What follows belongs to an exercise in optimizing a design on an open flow for small area; a production flow would make more cautious choices.
Where RTL was checked, it was by simulation tests only, not by an equivalence proof against the original.
The flow treats the clock pin as an ideal source, which a real chip does not have.
Power and IR drop assume default switching activity.

==> inputs of build 85 <==
==> flow/design.v <==
`timescale 1ns / 1ps
module qam_mapper #(
	parameter B = 8
)(
	input	wire				aclk,
	input	wire				reset,
	input wire	[7:0]		carrier_control,
	input	wire	[B-1: 0]	s_data_in,
	input	wire				s_dvalid,
	output reg				s_dready,
	output wire	[31: 0]	m_data_out,
	input	wire				m_dready,
	output reg				m_dvalid,
	output wire				m_dlast,
	output wire	[9 : 0]	m_symbol_index
	);
	reg		[1:0]	ph;			 
	reg		[1:0]	gr;			 
	wire			last = (gr == 2'd3) && (ph == 2'd2);	 
	reg				w1;			 
	reg				fft_valid;
	reg				filled;		 
	reg		[3:0]	carry;		 
	reg		[4:0]	idx;
	reg				o_nz;
	reg		[5:0]	o_sym;
	reg		[5:0]	lo [2:13];	 
	reg		[5:0]	ul [2:14];	 
	wire	[7:0]	d = s_data_in;
	wire			acc = s_dready & s_dvalid;
	wire	[5:0]	sy_p0  = d[7:2];				 
	wire	[5:0]	sy_p1  = {carry[1:0], d[7:4]};	 
	wire	[5:0]	sy_p2a = {carry[3:0], d[7:6]};	 
	wire	[5:0]	sy_p2b = d[5:0];				 
	always @(posedge aclk or posedge reset) begin
		if (reset) begin
			s_dready	<= 1'b1;
			w1			<= 1'b0;
			ph			<= 2'd0;
			gr			<= 2'd0;
			fft_valid	<= 1'b0;
			filled		<= 1'b0;
		end else begin
			if (acc) begin
				s_dready	<= 1'b0;
				w1			<= 1'b1;
				ph			<= (ph == 2'd2) ? 2'd0 : ph + 2'd1;
				if (ph == 2'd2) gr <= gr + 2'd1;
				if (last) filled <= 1'b1;
			end else if (!s_dready) begin
				w1			<= 1'b0;
				if (!w1) s_dready <= 1'b1;
			end
			if (!s_dready && !w1 && gr[1])
				fft_valid <= 1'b1;
			else if (idx == 5'd31)
				fft_valid <= 1'b0;
		end
	end
	always @(posedge aclk) begin
		if (acc) begin
			carry <= d[3:0];
			case ({gr, ph})
				4'b0010: begin lo[2]  <= sy_p2a; lo[3]  <= sy_p2b; end
				4'b0100: lo[4]  <= sy_p0;
				4'b0101: lo[5]  <= sy_p1;
				4'b0110: begin lo[6]  <= sy_p2a; lo[7]  <= sy_p2b; end
				4'b1001: lo[9]  <= sy_p1;
				4'b1010: begin lo[10] <= sy_p2a; lo[11] <= sy_p2b; end
				4'b1100: lo[12] <= sy_p0;
				4'b1101: lo[13] <= sy_p1;
				default: ;
			endcase
			if (last) begin
				ul[2]  <= lo[2];  ul[3]  <= lo[3];  ul[4]  <= lo[4];
				ul[5]  <= lo[5];  ul[6]  <= lo[6];  ul[7]  <= lo[7];
				ul[9]  <= lo[9];  ul[10] <= lo[10]; ul[11] <= lo[11];
				ul[12] <= lo[12]; ul[13] <= lo[13]; ul[14] <= sy_p2a;
			end
		end
	end
	reg		[5:0]	rd;
	reg				rd_ok;		 
	reg				rd_up;		 
	always @(*) begin
		rd = 6'd0; rd_ok = filled; rd_up = 1'b0;
		case (idx)
			5'd9:  begin rd = lo[9];  rd_ok = filled | (gr == 2'd3 || (gr == 2'd2 && ph == 2'd2));  end
			5'd10: begin rd = lo[10]; rd_ok = filled | (gr == 2'd3);  end
			5'd11: begin rd = lo[11]; rd_ok = filled | (gr == 2'd3);  end
			5'd12: begin rd = lo[12]; rd_ok = filled | (gr == 2'd3 && ph != 2'd0); end
			5'd13: begin rd = lo[13]; rd_ok = filled | last; end
			5'd14: rd = ul[14];
			5'd18: begin rd = ul[14]; rd_up = 1'b1; end
			5'd19: begin rd = ul[13]; rd_up = 1'b1; end
			5'd20: begin rd = ul[12]; rd_up = 1'b1; end
			5'd21: begin rd = ul[11]; rd_up = 1'b1; end
			5'd22: begin rd = ul[10]; rd_up = 1'b1; end
			5'd23: begin rd = ul[9];  rd_up = 1'b1; end
			5'd25: begin rd = ul[7];  rd_up = 1'b1; end
			5'd26: begin rd = ul[6];  rd_up = 1'b1; end
			5'd27: begin rd = ul[5];  rd_up = 1'b1; end
			5'd28: begin rd = ul[4];  rd_up = 1'b1; end
			5'd29: begin rd = ul[3];  rd_up = 1'b1; end
			5'd30: begin rd = ul[2];  rd_up = 1'b1; end
			default: ;
		endcase
	end
	reg		[2:0]	cbit;
	reg				is_data;
	reg				is_zero;
	always @(*) begin
		is_data = 1'b0; is_zero = 1'b0; cbit = 3'd1;
		case (idx)
			5'd0, 5'd16:			is_zero = 1'b1;
			5'd1, 5'd31:			cbit = 3'd1;
			5'd8, 5'd24:			cbit = 3'd4;
			5'd15, 5'd17:			cbit = 3'd7;
			5'd2, 5'd3, 5'd4:		cbit = 3'd2;
			5'd5, 5'd6, 5'd7:		cbit = 3'd3;
			5'd9, 5'd10, 5'd11:		begin cbit = 3'd5; is_data = 1'b1; end
			5'd12, 5'd13, 5'd14:	begin cbit = 3'd6; is_data = 1'b1; end
			5'd18, 5'd19, 5'd20:	begin cbit = 3'd6; is_data = 1'b1; end
			5'd21, 5'd22, 5'd23:	begin cbit = 3'd5; is_data = 1'b1; end
			5'd25, 5'd26, 5'd27:	begin cbit = 3'd3; is_data = 1'b1; end
			default:				begin cbit = 3'd2; is_data = 1'b1; end	 
		endcase
	end
	wire	[5:0]	dsym = rd_ok ? (rd ^ {3'b000, rd_up, 2'b00}) : 6'd0;
	always @(posedge aclk or posedge reset) begin
		if (reset) begin
			idx			<= 5'd0;
			m_dvalid	<= 1'b0;
			o_nz		<= 1'b0;
		end else begin
			m_dvalid	<= fft_valid;
			if (fft_valid) begin
				idx		<= idx + 5'd1;
				o_nz	<= !is_zero && carrier_control[cbit];
			end
		end
	end
	always @(posedge aclk) begin
		o_sym <= (fft_valid && is_data) ? dsym : 6'd36;
	end
	function [15:0] qam_level;
		input [2:0] k;
		begin
			case (k)
				3'd0: qam_level = 16'h8020;
				3'd1: qam_level = 16'ha4a9;
				3'd2: qam_level = 16'hedbb;
				3'd3: qam_level = 16'hc932;
				3'd4: qam_level = 16'h7fe0;
				3'd5: qam_level = 16'h5b57;
				3'd6: qam_level = 16'h1245;
				default: qam_level = 16'h36ce;
			endcase
		end
	endfunction
	assign m_data_out = o_nz ? {qam_level(o_sym[5:3]), qam_level(o_sym[2:0])} : 32'h0;
	assign m_dlast = m_dvalid & (idx == 5'd0);
	assign m_symbol_index = {5'd0, idx};
endmodule
==> flow/flow/run.sh <==
#!/bin/bash
set -euo pipefail
rm -rf scripts_area
cp -r "$FLOW_HOME/scripts" scripts_area
cp flow/abc_area.script scripts_area/abc_area.script
bash standard.sh \
  "SCRIPTS_DIR=$PWD/scripts_area" \
  "ADDER_MAP_FILE=" \
  "BUFFER_PORTS_ARGS=-buffer_cell sky130_fd_sc_hd__buf_1" \
  "CTS_ARGS=-sink_clustering_enable -repair_clock_nets -dont_use_dummy_load -buf_list sky130_fd_sc_hd__clkbuf_4" \
  "POST_CTS_TCL=$PWD/flow/post_cts.tcl" "POST_CTS_SLEW_NS=0.112" \
  finish > standard.log 2>&1
==> flow/flow/abc_area.script <==
strash
dch -f
amap -F 20 -A 30 -C 1000
topo
==> flow/flow/post_cts.tcl <==
# Sourced by ORFS's cts.tcl after CTS (POST_CTS_TCL). CTS builds the tree from
# clkbuf_4 cells. While some flip-flop clock pin would see a slew above
# POST_CTS_SLEW_NS, the CTS buffer driving the slowest one is swapped for
# the next larger clkbuf; then the placement is legalized again.
proc load_slew {inst} {
  set worst 0.0
  foreach opin [get_pins -of_objects $inst -filter "direction == output"] {
    foreach net [get_nets -of_objects $opin] {
      foreach p [get_pins -of_objects $net -filter "direction == input"] {
        if {[get_property $p lib_pin_name] ne "CLK"} { continue }
        foreach e {rise fall} {
          set s [get_property $p slew_max_$e]
          if {[string is double -strict $s] && $s > $worst} { set worst $s }
        }
      }
    }
  }
  return $worst
}
set next(sky130_fd_sc_hd__clkbuf_4) sky130_fd_sc_hd__clkbuf_8
set next(sky130_fd_sc_hd__clkbuf_8) sky130_fd_sc_hd__clkbuf_16
set upsized 0
for {set iter 0} {$iter < 40} {incr iter} {
  estimate_parasitics -placement
  set worst_inst ""
  set worst 0.0
  foreach inst [get_cells *] {
    set ref [get_property $inst ref_name]
    if {![info exists next($ref)]} { continue }
    if {![string match clkbuf_* [get_full_name $inst]]} { continue }
    set s [load_slew $inst]
    if {$s > $worst} { set worst $s; set worst_inst $inst }
  }
  if {$worst_inst eq "" || $worst <= $::env(POST_CTS_SLEW_NS)} { break }
  set ref [get_property $worst_inst ref_name]
  puts "post_cts: [get_full_name $worst_inst] ($ref) worst load slew $worst, upsized"
  replace_cell $worst_inst $next($ref)
  incr upsized
}
puts "post_cts: upsized $upsized times; worst load slew now $worst"
if {$upsized > 0} {
  detailed_placement
  check_placement -verbose
  estimate_parasitics -placement
}
==> flow/standard.sh <==
#!/bin/bash
# synth_recipe.tcl (not shown) runs the flow's synth.tcl, then flattens the netlist and writes it again
# the make line also repeats each setting of config.mk as NAME=value (left out here)
make -C /OpenROAD-flow-scripts/flow DESIGN_CONFIG=/design/flow/config.mk WORK_HOME=/design/flow/orfs CLKGATE_MAP_FILE= SYNTH_SCRIPT=/design/flow/synth_recipe.tcl "${@:-finish}"
==> flow/config.mk <==
export PLATFORM = sky130hd
export DESIGN_NAME = qam_mapper
export DESIGN_NICKNAME = qam_mapper
export VERILOG_FILES = /design/flow/design.v
export SDC_FILE = /design/flow/constraint.sdc
export NUM_CORES = 4
export LEC_CHECK = 0
export ABC_AREA = 1
export CAP_MARGIN = 20
export CORE_MARGIN = 2
export CORE_UTILIZATION = 40
export SLEW_MARGIN = 20
==> flow/constraint.sdc <==
create_clock -name core_clock -period 14.0 [get_ports {aclk}]
set_input_delay 2.8000 -clock core_clock [delete_from_list [all_inputs] [get_ports {aclk}]]
set_output_delay 2.8000 -clock core_clock [all_outputs]
set_load 0.01 [all_outputs]
==> build 32: changes against build 85 <==
==> flow/flow/run.sh (replaced) <==
#!/bin/bash
set -euo pipefail
rm -rf scripts_area
cp -r "$FLOW_HOME/scripts" scripts_area
cp flow/abc_area.script scripts_area/abc_area.script
bash standard.sh \
  "SCRIPTS_DIR=$PWD/scripts_area" \
  "ADDER_MAP_FILE=" \
  "BUFFER_PORTS_ARGS=-buffer_cell sky130_fd_sc_hd__buf_1" \
  "CTS_ARGS=-sink_clustering_enable -repair_clock_nets -dont_use_dummy_load -buf_list sky130_fd_sc_hd__clkbuf_8" \
  finish > standard.log 2>&1
==> flow/flow/abc_area.script (replaced) <==
strash
dch -f
amap
topo
removed: flow/flow/post_cts.tcl
==> build 38: changes against build 85 <==
==> flow/design.v, changed modules only <==
module qam_mapper #(
	parameter B = 8
)(
	input	wire				aclk,
	input	wire				reset,
	input wire	[7:0]		carrier_control,
	input	wire	[B-1: 0]	s_data_in,
	input	wire				s_dvalid,
	output reg				s_dready,
	output wire	[31: 0]	m_data_out,
	input	wire				m_dready,
	output reg				m_dvalid,
	output wire				m_dlast,
	output wire	[9 : 0]	m_symbol_index
	);
	reg		[1:0]	ph;			 
	reg		[1:0]	gr;			 
	wire			last = (gr == 2'd3) && (ph == 2'd2);	 
	reg				w1;			 
	reg				fft_valid;
	reg				filled;		 
	reg		[3:0]	carry;		 
	reg		[4:0]	idx;
	reg				o_nz;
	reg		[5:0]	o_sym;
	reg		[5:0]	lo [2:13];	 
	reg		[5:0]	ul [2:14];	 
	wire	[7:0]	d = s_data_in;
	wire			acc = s_dready & s_dvalid;
	wire	[5:0]	sy_p0  = d[7:2];				 
	wire	[5:0]	sy_p1  = {carry[1:0], d[7:4]};	 
	wire	[5:0]	sy_p2a = {carry[3:0], d[7:6]};	 
	wire	[5:0]	sy_p2b = d[5:0];				 
	always @(posedge aclk or posedge reset) begin
		if (reset) begin
			s_dready	<= 1'b1;
			w1			<= 1'b0;
			ph			<= 2'd0;
			gr			<= 2'd0;
			fft_valid	<= 1'b0;
			filled		<= 1'b0;
		end else begin
			if (acc) begin
				s_dready	<= 1'b0;
				w1			<= 1'b1;
				ph			<= (ph == 2'd2) ? 2'd0 : ph + 2'd1;
				if (ph == 2'd2) gr <= gr + 2'd1;
				if (last) filled <= 1'b1;
			end else if (!s_dready) begin
				w1			<= 1'b0;
				if (!w1) s_dready <= 1'b1;
			end
			if (!s_dready && !w1 && gr[1])
				fft_valid <= 1'b1;
			else if (idx == 5'd31)
				fft_valid <= 1'b0;
		end
	end
	always @(posedge aclk) begin
		if (acc) begin
			carry <= d[3:0];
			case ({gr, ph})
				4'b0010: begin lo[2]  <= sy_p2a; lo[3]  <= sy_p2b; end
				4'b0100: lo[4]  <= sy_p0;
				4'b0101: lo[5]  <= sy_p1;
				4'b0110: begin lo[6]  <= sy_p2a; lo[7]  <= sy_p2b; end
				4'b1001: lo[9]  <= sy_p1;
				4'b1010: begin lo[10] <= sy_p2a; lo[11] <= sy_p2b; end
				4'b1100: lo[12] <= sy_p0;
				4'b1101: lo[13] <= sy_p1;
				default: ;
			endcase
			if (last) begin
				ul[2]  <= lo[2];  ul[3]  <= lo[3];  ul[4]  <= lo[4];
				ul[5]  <= lo[5];  ul[6]  <= lo[6];  ul[7]  <= lo[7];
				ul[9]  <= lo[9];  ul[10] <= lo[10]; ul[11] <= lo[11];
				ul[12] <= lo[12]; ul[13] <= lo[13]; ul[14] <= sy_p2a;
			end
		end
	end
	wire			f   = fft_valid & filled;
	wire			s9  = fft_valid & (idx == 5'd9)  & (filled | gr == 2'd3 | (gr == 2'd2 && ph == 2'd2));
	wire			s10 = fft_valid & (idx == 5'd10) & (filled | gr == 2'd3);
	wire			s11 = fft_valid & (idx == 5'd11) & (filled | gr == 2'd3);
	wire			s12 = fft_valid & (idx == 5'd12) & (filled | (gr == 2'd3 && ph != 2'd0));
	wire			s13 = fft_valid & (idx == 5'd13) & (filled | last);
	wire			s14 = f & (idx == 5'd14);
	wire			s18 = f & (idx == 5'd18);
	wire			s19 = f & (idx == 5'd19);
	wire			s20 = f & (idx == 5'd20);
	wire			s21 = f & (idx == 5'd21);
	wire			s22 = f & (idx == 5'd22);
	wire			s23 = f & (idx == 5'd23);
	wire			s25 = f & (idx == 5'd25);
	wire			s26 = f & (idx == 5'd26);
	wire			s27 = f & (idx == 5'd27);
	wire			s28 = f & (idx == 5'd28);
	wire			s29 = f & (idx == 5'd29);
	wire			s30 = f & (idx == 5'd30);
	reg		[2:0]	cbit;
	reg				is_data;
	reg				is_zero;
	always @(*) begin
		is_data = 1'b0; is_zero = 1'b0; cbit = 3'd1;
		case (idx)
			5'd0, 5'd16:			is_zero = 1'b1;
			5'd1, 5'd31:			cbit = 3'd1;
			5'd8, 5'd24:			cbit = 3'd4;
			5'd15, 5'd17:			cbit = 3'd7;
			5'd2, 5'd3, 5'd4:		cbit = 3'd2;
			5'd5, 5'd6, 5'd7:		cbit = 3'd3;
			5'd9, 5'd10, 5'd11:		begin cbit = 3'd5; is_data = 1'b1; end
			5'd12, 5'd13, 5'd14:	begin cbit = 3'd6; is_data = 1'b1; end
			5'd18, 5'd19, 5'd20:	begin cbit = 3'd6; is_data = 1'b1; end
			5'd21, 5'd22, 5'd23:	begin cbit = 3'd5; is_data = 1'b1; end
			5'd25, 5'd26, 5'd27:	begin cbit = 3'd3; is_data = 1'b1; end
			default:				begin cbit = 3'd2; is_data = 1'b1; end	 
		endcase
	end
	wire			pil = !(fft_valid && is_data);	 
	wire	[5:0]	F   = 6'b000100;
	wire	[5:0]	nsym =
		  {6{s9}}  & lo[9]  | {6{s10}} & lo[10] | {6{s11}} & lo[11]
		| {6{s12}} & lo[12] | {6{s13}} & lo[13] | {6{s14}} & ul[14]
		| {6{s18}} & (ul[14] ^ F) | {6{s19}} & (ul[13] ^ F) | {6{s20}} & (ul[12] ^ F)
		| {6{s21}} & (ul[11] ^ F) | {6{s22}} & (ul[10] ^ F) | {6{s23}} & (ul[9] ^ F)
		| {6{s25}} & (ul[7] ^ F)  | {6{s26}} & (ul[6] ^ F)  | {6{s27}} & (ul[5] ^ F)
		| {6{s28}} & (ul[4] ^ F)  | {6{s29}} & (ul[3] ^ F)  | {6{s30}} & (ul[2] ^ F)
		| {6{pil}} & 6'd36;
	always @(posedge aclk or posedge reset) begin
		if (reset) begin
			idx			<= 5'd0;
			m_dvalid	<= 1'b0;
			o_nz		<= 1'b0;
		end else begin
			m_dvalid	<= fft_valid;
			if (fft_valid) begin
				idx		<= idx + 5'd1;
				o_nz	<= !is_zero && carrier_control[cbit];
			end
		end
	end
	always @(posedge aclk) begin
		o_sym <= nsym;
	end
	function [15:0] qam_level;
		input [2:0] k;
		begin
			case (k)
				3'd0: qam_level = 16'h8020;
				3'd1: qam_level = 16'ha4a9;
				3'd2: qam_level = 16'hedbb;
				3'd3: qam_level = 16'hc932;
				3'd4: qam_level = 16'h7fe0;
				3'd5: qam_level = 16'h5b57;
				3'd6: qam_level = 16'h1245;
				default: qam_level = 16'h36ce;
			endcase
		end
	endfunction
	assign m_data_out = o_nz ? {qam_level(o_sym[5:3]), qam_level(o_sym[2:0])} : 32'h0;
	assign m_dlast = m_dvalid & (idx == 5'd0);
	assign m_symbol_index = {5'd0, idx};
endmodule
==> flow/flow/run.sh (replaced) <==
#!/bin/bash
set -euo pipefail
bash standard.sh \
  "BUFFER_PORTS_ARGS=-buffer_cell sky130_fd_sc_hd__buf_1" \
  "CTS_ARGS=-sink_clustering_enable -repair_clock_nets -dont_use_dummy_load -buf_list sky130_fd_sc_hd__clkbuf_8" \
  finish > standard.log 2>&1
removed: flow/flow/abc_area.script
removed: flow/flow/post_cts.tcl
==> qor summary <==
| item | build 85 | build 32 | build 38 |
|---|---|---|---|
| Outcome | complete, no violations | complete, no violations | complete, no violations |
| Cell depth of the worst setup path | 6 | 5 | 4 |
| Placement Setup Slack | 9.26 ns | 9.25 ns | 9.31 ns |
| Post-synth top area share | 0.692 | 0.686 | 0.629 |
| Cell row count | 45 | 45 | 47 |
| Hold Buf Count CTS | - | 0 | 0 |
| Overall track demand over capacity in global routing | 0.169 | 0.170 | 0.173 |
| Final core area utilization | 0.445 | 0.450 | 0.445 |
| Share of cells above drive strength 1 | 0.0609 | 0.0548 | 0.0803 |
| Share of synthesized cell area in and, or, nand and nor gates | 0.0697 | 0.0777 | 0.189 |
| Power in the clock group | 201 uW | 247 uW | 247 uW |
| Flop pwr share | 0.536 | 0.519 | 0.496 |
| Post-route worst hold slack | 0.422 ns | 0.407 ns | 0.411 ns |
| Mean post-synth cell area | 15.1 sq um | 14.6 sq um | 11.8 sq um |
| Synthesis-to-finish area growth | 9.43% | 10.1% | 9.01% |
| Clk pwr share | 0.174 | 0.207 | 0.193 |
| Wire length per cell | 20.0 um | 19.5 um | 17.1 um |
| Wire length on met1 | 5820 um | 5780 um | 6670 um |
| Final worst clock skew | 0.0377 ns | 0.0262 ns | 0.0396 ns |
| First-pass GRT wire length | 20400 um | 20200 um | 22800 um |
| Clock transition time at the flip-flop clock pins of the worst setup and hold paths | 0.10 ns | 0.08 ns | 0.07 ns |
| Switch Pwr | 399 uW | 404 uW | 469 uW |
| Fillcell total | 1358 | 1346 | 1562 |
| Clock tree cell share of total cell area | 0.0236 | 0.0342 | 0.0317 |
Only the layout flow was run in build 38; the RTL was not checked for function there.

[separate check: timing with driven ports]
No port has a modelled driver above. Below, the same layouts with a new extraction and two added sets of constraints. Step 1, drivers: a clkbuf_16 drives aclk and a buf_2 each remaining input, both assumed. Step 2 adds t to the input delays and takes it off the output delays; t is the mean of the earliest and latest rising clock arrival at the registers after step 1. Input paths then give back, and output paths get back, about the clock's delay inside the block. Slacks: ideal ports / drivers / drivers and shift; pairs: ideal ports / drivers.
| run | t (ns) | slack for setup (ns) | cell pins on the clock port's net |
|---|---|---|---|
| build 85 | 0.549 | 8.826 / 8.792 / 9.255 | 1 |
| build 32 | 0.471 | 9.191 / 9.156 / 9.364 | 1 |
| build 38 | 0.474 | 9.443 / 9.405 / 9.302 | 1 |
After both steps every run listed still meets setup and hold. For build 38, which loses most, drivers alone change the setup slack by -0.038 ns; drivers and shift together by -0.141 ns.
